Context: an optimization exercise on an open-source flow, tuned for small area, a short achievable clock period and few clock cycles per item. The choices shown serve that exercise and are no tape-out recipe. Function was checked by simulation only, so behaviour that the tests miss may differ from the original.

### flow/run.sh
#!/bin/bash
# synth_recipe.tcl (not shown) runs the flow's synth.tcl, then flattens the netlist and writes it again
# the make line also repeats each setting of config.mk as NAME=value (left out here)
make -C /OpenROAD-flow-scripts/flow DESIGN_CONFIG=/design/flow/config.mk WORK_HOME=/design/flow/orfs CLKGATE_MAP_FILE= SYNTH_SCRIPT=/design/flow/synth_recipe.tcl finish
### flow/config.mk
export PLATFORM = sky130hd
export DESIGN_NAME = PID
export DESIGN_NICKNAME = PID
export VERILOG_FILES = /design/flow/design.v
export SDC_FILE = /design/flow/constraint.sdc
export NUM_CORES = 4
export LEC_CHECK = 0
export CAP_MARGIN = 20
export CORE_MARGIN = 2
export CORE_UTILIZATION = 40
export SLEW_MARGIN = 20
### flow/constraint.sdc
create_clock -name core_clock -period 10.0 [get_ports {clk}]
set_input_delay 2.0000 -clock core_clock [delete_from_list [all_inputs] [get_ports {clk}]]
set_output_delay 2.0000 -clock core_clock [all_outputs]
set_load 0.01 [all_outputs]
### flow/design.v
module PID(
    input clk,rst_n,
    input adc_complete,
    input [INPUT_BIT_WIDTH-1:0] sample,
	input wire signed[PARAMETER_BIT_WIDTH-1:0] target,
    input wire signed[PARAMETER_BIT_WIDTH-1:0] kp,
    input wire signed[PARAMETER_BIT_WIDTH-1:0] ki,
    input wire signed[PARAMETER_BIT_WIDTH-1:0] maximum_out,
    input wire signed[PARAMETER_BIT_WIDTH-1:0] minimum_out,
    input wire signed[PARAMETER_BIT_WIDTH-1:0] maximum_add,
    input wire signed[PARAMETER_BIT_WIDTH-1:0] minimum_add,
    output reg signed[PARAMETER_BIT_WIDTH-1:0] pi_out,
    output reg pi_valid
);
parameter PARAMETER_BIT_WIDTH = 26;
parameter INPUT_BIT_WIDTH = 12;
parameter PERIOD_BIT_WIDTH = 21;
wire signed [PARAMETER_BIT_WIDTH-1:0] sample_signed = sample;
reg signed[PARAMETER_BIT_WIDTH-1:0]pi_add;
reg signed[PARAMETER_BIT_WIDTH-1:0] pi_out_temp;
reg signed [PARAMETER_BIT_WIDTH-1:0]e0;
reg signed [PARAMETER_BIT_WIDTH-1:0]e1;
reg signed [PARAMETER_BIT_WIDTH-1:0]e2;
reg signed [PARAMETER_BIT_WIDTH-1:0] kp_comp;
reg signed [PARAMETER_BIT_WIDTH-1:0] ki_comp;
reg signed [PARAMETER_BIT_WIDTH-1:0] kp_comp_error;
reg[4:0] pi_state;
reg adc_complete_dly1;
reg adc_complete_dly2;
wire adc_read_flag = adc_complete_dly1&(~adc_complete_dly2);
always @(posedge clk or negedge rst_n) begin
    if(!rst_n)begin
        adc_complete_dly1 <= 0;
        adc_complete_dly2 <= 0;
    end
    else begin
        adc_complete_dly1 <= adc_complete;
        adc_complete_dly2 <= adc_complete_dly1;
    end
end
always @(posedge clk or negedge rst_n) begin
    if(~rst_n)begin
        pi_state <= 0;
        e0  <= 0;
        pi_add    <=  0;
        pi_out_temp <= 0;
        kp_comp_error <= 0;
        ki_comp <= 0;
        kp_comp <= 0;
		  e1  <=  0;
        e2  <=  0; 
    end
    else
    case(pi_state)
            0: pi_state <= (adc_read_flag)?1:0;
            1: begin
                e0  <=  target - sample_signed;
                pi_state <= 2;
            end
            2:begin
                kp_comp_error <= e0-e1;
                pi_state <= 3;
            end
            3:begin
                kp_comp <= kp*kp_comp_error;
					 e2  <=  e1;
					 e1  <=  e0;
                pi_state <= 4;
            end
            4:begin
                ki_comp <= ki*e0;
                pi_state <= 5;
            end
            5: begin
                pi_add <= kp_comp + ki_comp;
                pi_state <= 6;
            end
            6:begin
                if(pi_add>maximum_add)begin
                    pi_add <= maximum_add;
                end
                else if(pi_add<minimum_add)begin
                    pi_add <= minimum_add;
                end
                pi_state <= 7;
            end
            7:begin
                pi_out_temp <= pi_out_temp+pi_add;
                pi_state <= 8;
            end
            8:begin
                if(pi_out_temp>maximum_out)begin
                    pi_out_temp <= maximum_out;
                end
                else if(pi_out_temp<minimum_out)begin
                    pi_out_temp <= minimum_out;
                end
                pi_state <= 9;
            end
				9: begin
					pi_state <= 0;
				end
            default: pi_state <= 0;
    endcase
end
always @(posedge clk or negedge rst_n) begin
    if(~rst_n)begin
        pi_out<=0;
        pi_valid<=0;
    end
    else begin
        pi_valid <= (pi_state == 9);
		if(pi_state == 9) begin
        pi_out <= pi_out_temp;
		end
    end
end
endmodule
==> qor.yml <==
max_clock_freq_ghz: 0.1198
drt_first_pass_iters: 5
grt-ovfl-total: 0
finalCoreUtilization_pct: 45.09
hp-class: "flop to flop"
worst_margin_slew_ps: 1078
design.portCount: 224
cell_area_after_synthesis_sq_um: 37380
synth.area.mux_share_pct: 2.708
wl_per_cell_microns: 17.26
cts_max_path_buffers: 3
crit_path_end_kind: "flop"
synth_simple_gate_area_share_pct: 16.15
yosysWarnings: 1
critical_path.slowest_cell: "sky130_fd_sc_hd__clkdlybuf4s50_1"
die_width_microns: 309.7
yosysSeqAreaShare_pct: 14.39
synth_compound_gate_area_share_pct: 9.825
drt-vias-per-instance: 4.972
postCtsSetupBuffers: 0
core_area_sq_um: 92910
final.hold.worst_slack_ps: 387.9
via_count_of_the_first_global_routing_pass: 29890
postLayoutCellArea_sq_um: 41890
path_cells: "clkdlybuf4s50_1, nand2_1, fa_1, inv_1, fa_1, inv_1, fa_1, inv_1, ha_1, inv_1, fa_1, fa_1, fa_1, inv_1, ha_1, a21o_1, a21o_1, a21oi_1, a21oi_1, o31ai_1, o21ai_0, a21oi_1, xor2_1, o21ai_0"
cts_sinks: 215
critical_path.n_buffers_inverters: 6
ctsResizeCount: 0
place.port_buffers: 223
synth_enable_flop_cells: 0
grt_max_degree: 113
finalWeightedCongestion: 0.8742
post_route_cells_drive_above_1_share_pct: 3.977
area_growth_syn_to_layout_pct: 12.08
clock_tree.root_cell: "sky130_fd_sc_hd__clkbuf_16"
drc_errors: 0
clkSlewWorstSetupHoldPaths_ps: 60
grtUsageTotal_pct: 21.14
yosys.area_share.adder_pct: 41.76
ys_ff_latch: 215
synth_cell_types: 71
crit_arrival_ps: 8760
std_cell_rows: 112
timing.setup.tns_ps: 0
synth_top_family_by_area: "adder cells"
placedCellCount: 5631
post_detailed_routing_wire_length_microns: 98040
placedInstanceArea_sq_um: 40950
avg_synthesized_cell_area_sq_um: 8.733
timing.critical_path.mode_cell: "sky130_fd_sc_hd__fa_1"
number_of_buffers_created_by_cts: 27
drt.antenna.violating_nets: 0
post_layout_nonfiller_instances: 5681
synth.net_count: 5416
cts_hold_repair.buffers: 0
unrepaired_setup_endpoints_after_global_routing: "false"
start_kind: "input pin"
timing.final.crit_share_pct: 83.49
async_reset_ff_share_pct: 100.0
timing.critical_path.required_ps: 10410
max_stage_delay_ps: 1100
place_hpwl_microns: 79530
slew_headroom_pct: 27.88
clock_tree_from_tritoncts: "built"
starting_density_of_the_core_pct: 40.23
dieArea_sq_um: 95900
finalMaxSlewViolations: 0
grt_first_pass_wirelength_microns: 161500
post_synth_xor_area_fraction_pct: 4.921
ys_dominant_reg_cell: "sky130_fd_sc_hd__dfrtp_1"
setup-violations-final: 0
timing.critical_path.max_delay_family: "adder cells"
cap_violations: 0
detailedRoute.firstIterationViolations: 1497
initial_antenna_violation_count: 1
post_synth_inst_count: 4280
report.final.hold_viol_count: 0
final_net_count: 5542
synth.area.top_cells: "sky130_fd_sc_hd__fa_1, sky130_fd_sc_hd__dfrtp_1, sky130_fd_sc_hd__ha_1"
vias: 28250
outcome: "timing/DRC/antenna clean"
clock-skew-final_ps: 37.34
cts.htree.levels: 1
worstSetupPathType: "input pin to flop"
clock_latency_of_the_later_clocked_register_in_the_worst_skew_pair_ps: 570
synth_area_leader_cell: "sky130_fd_sc_hd__fa_1"
die-height_microns: 309.7
synth_top_cell_area_share_pct: 27.53
worstPathMaxFanout: 15
finalWorstPathRequiredPeriod_ps: 8349
Yosys cell counts (69+ instances only):
library cell               instances
sky130_fd_sc_hd__ha_1            425
sky130_fd_sc_hd__a21oi_1         111
sky130_fd_sc_hd__xnor2_1         141
sky130_fd_sc_hd__fa_1            514
sky130_fd_sc_hd__dfrtp_1         215
sky130_fd_sc_hd__clkbuf_1        159
sky130_fd_sc_hd__and2_1          388
sky130_fd_sc_hd__inv_1           846
sky130_fd_sc_hd__xor2_1           69
sky130_fd_sc_hd__o21ai_0         189
sky130_fd_sc_hd__nand2_1         535
sky130_fd_sc_hd__nor2_1          108
cell families after synthesis:
group	Yosys count
muxes	95
xor gates and xnor gates	210
and+or+nand+nor	1223
adders and majority gates	939
AOI/OAI and AO/OA	579
DFF	215
buffers and inverters	1019
layer usage:
| metal | part of all wire (%) | wire, microns | GRT usage (%) |
|---|---|---|---|
| met4 | 1.9 | 1907 | 4.030 |
| met5 | 0 | 0 | 0 |
| met2 | 48 | 47490 | 36.86 |
| met1 | 45 | 44510 | 28.75 |
| met3 | 4.2 | 4133 | 1.810 |
worst paths after layout:
check / start / to / slack, ps / depth (start not counted)
max in group asynchronous: rst_n / e1[5] / 6530 / 3
min in group asynchronous: rst_n / pi_add[0] / 1500 / 1
hold reg to reg: adc_complete_dly1 / adc_complete_dly2 / 390 / 0
setup reg to reg: e0[2] / ki_comp[25] / 3160 / 23
setup / recovery: kp[5] / kp_comp[24] / 1650 / 24
hold / removal: adc_complete_dly1 / adc_complete_dly2 / 390 / 0
through the flow:
step	worst slack (ps)
global placement	1163
finish	1651
CTS	1683
detailed placement	1058
global route	1288
floorplan	2127
area by class of cell:
class / instances / area, sq um
flip-flops and latches: 215 / 5380
clock inverters: 17 / 227.7
diodes: 1 / 2.502
fillers: 9269 / 51020
well taps: 1254 / 1569
clock buffers: 32 / 714.4
multi-input cells: 3046 / 28240
inverters: 847 / 3179
repair buffers: 269 / 2582
cells in the final DEF (no fill, tap or decap), types with 31 or more instances in the layout:
cell                              count
sky130_fd_sc_hd__a31oi_1             31
sky130_fd_sc_hd__fa_1               514
sky130_fd_sc_hd__clkdlybuf4s50_1    222
sky130_fd_sc_hd__a21oi_1            109
sky130_fd_sc_hd__nor2_1             107
sky130_fd_sc_hd__mux2i_1             46
sky130_fd_sc_hd__inv_1              846
sky130_fd_sc_hd__mux2_2              49
sky130_fd_sc_hd__nand2_1            535
sky130_fd_sc_hd__and2_1             388
sky130_fd_sc_hd__o21ai_0            189
sky130_fd_sc_hd__a21o_1              65
sky130_fd_sc_hd__ha_1               425
sky130_fd_sc_hd__buf_4               46
sky130_fd_sc_hd__xnor2_1            141
sky130_fd_sc_hd__xor2_1              69
sky130_fd_sc_hd__dfrtp_1            215
registers in the layout (all words and copies together) (netlist names):
| register | cells |
|---|---|
| adc_complete_dly2 | 1 |
| e0 | 26 |
| kp_comp_error | 26 |
| pi_out | 26 |
| ki_comp | 26 |
| kp_comp | 26 |
| pi_state | 4 |
| pi_valid | 1 |
| e1 | 26 |
| pi_add | 26 |
| adc_complete_dly1 | 1 |
| pi_out_temp | 26 |
worst reg2reg max path, cell delays in order, from the launching register on:
cell	delay, ps
sky130_fd_sc_hd__dfrtp_1	550
sky130_fd_sc_hd__buf_4	310
sky130_fd_sc_hd__and2_1	190
sky130_fd_sc_hd__fa_1	540
sky130_fd_sc_hd__inv_1	50
sky130_fd_sc_hd__fa_1	500
sky130_fd_sc_hd__fa_1	570
sky130_fd_sc_hd__fa_1	440
sky130_fd_sc_hd__fa_1	560
sky130_fd_sc_hd__inv_1	60
sky130_fd_sc_hd__fa_1	480
sky130_fd_sc_hd__inv_1	50
sky130_fd_sc_hd__fa_1	480
sky130_fd_sc_hd__inv_1	40
sky130_fd_sc_hd__ha_1	300
sky130_fd_sc_hd__and4_1	220
sky130_fd_sc_hd__nand2_1	60
sky130_fd_sc_hd__o21ai_0	80
sky130_fd_sc_hd__a31o_2	230
sky130_fd_sc_hd__o21a_1	200
sky130_fd_sc_hd__o41a_1	350
sky130_fd_sc_hd__a31oi_1	240
sky130_fd_sc_hd__xnor2_1	140
sky130_fd_sc_hd__o21ai_0	80
Testbench counts, summed over its fixed seeds: cycles 17,600, items 1,600.

separate check: timing with driven ports:
Ports are ideal in the flow. The routed layout listed here was re-timed in OpenROAD. Step 1, drivers: a clkbuf_16 drives clk and a buf_2 each remaining input, both assumed. Step 2, shift: input delay + t, output delay - t, t = (earliest + latest rising clock arrival at the registers) / 2. This alone moves slack from input paths to output paths. Slacks: no drivers / after step 1 / after step 2; pairs: no drivers / after step 1.
t (ns): 0.621
setup slack, ns: 1.651 / 1.693 / 1.073
clock arrival spread, ns: 0.038 / 0.037
worst register clock-pin slew, ns: 0.07 / 0.07
After both steps this run still meets setup and hold. The setup slack of this run moves by +0.042 ns with the drivers and by -0.578 ns with both steps.
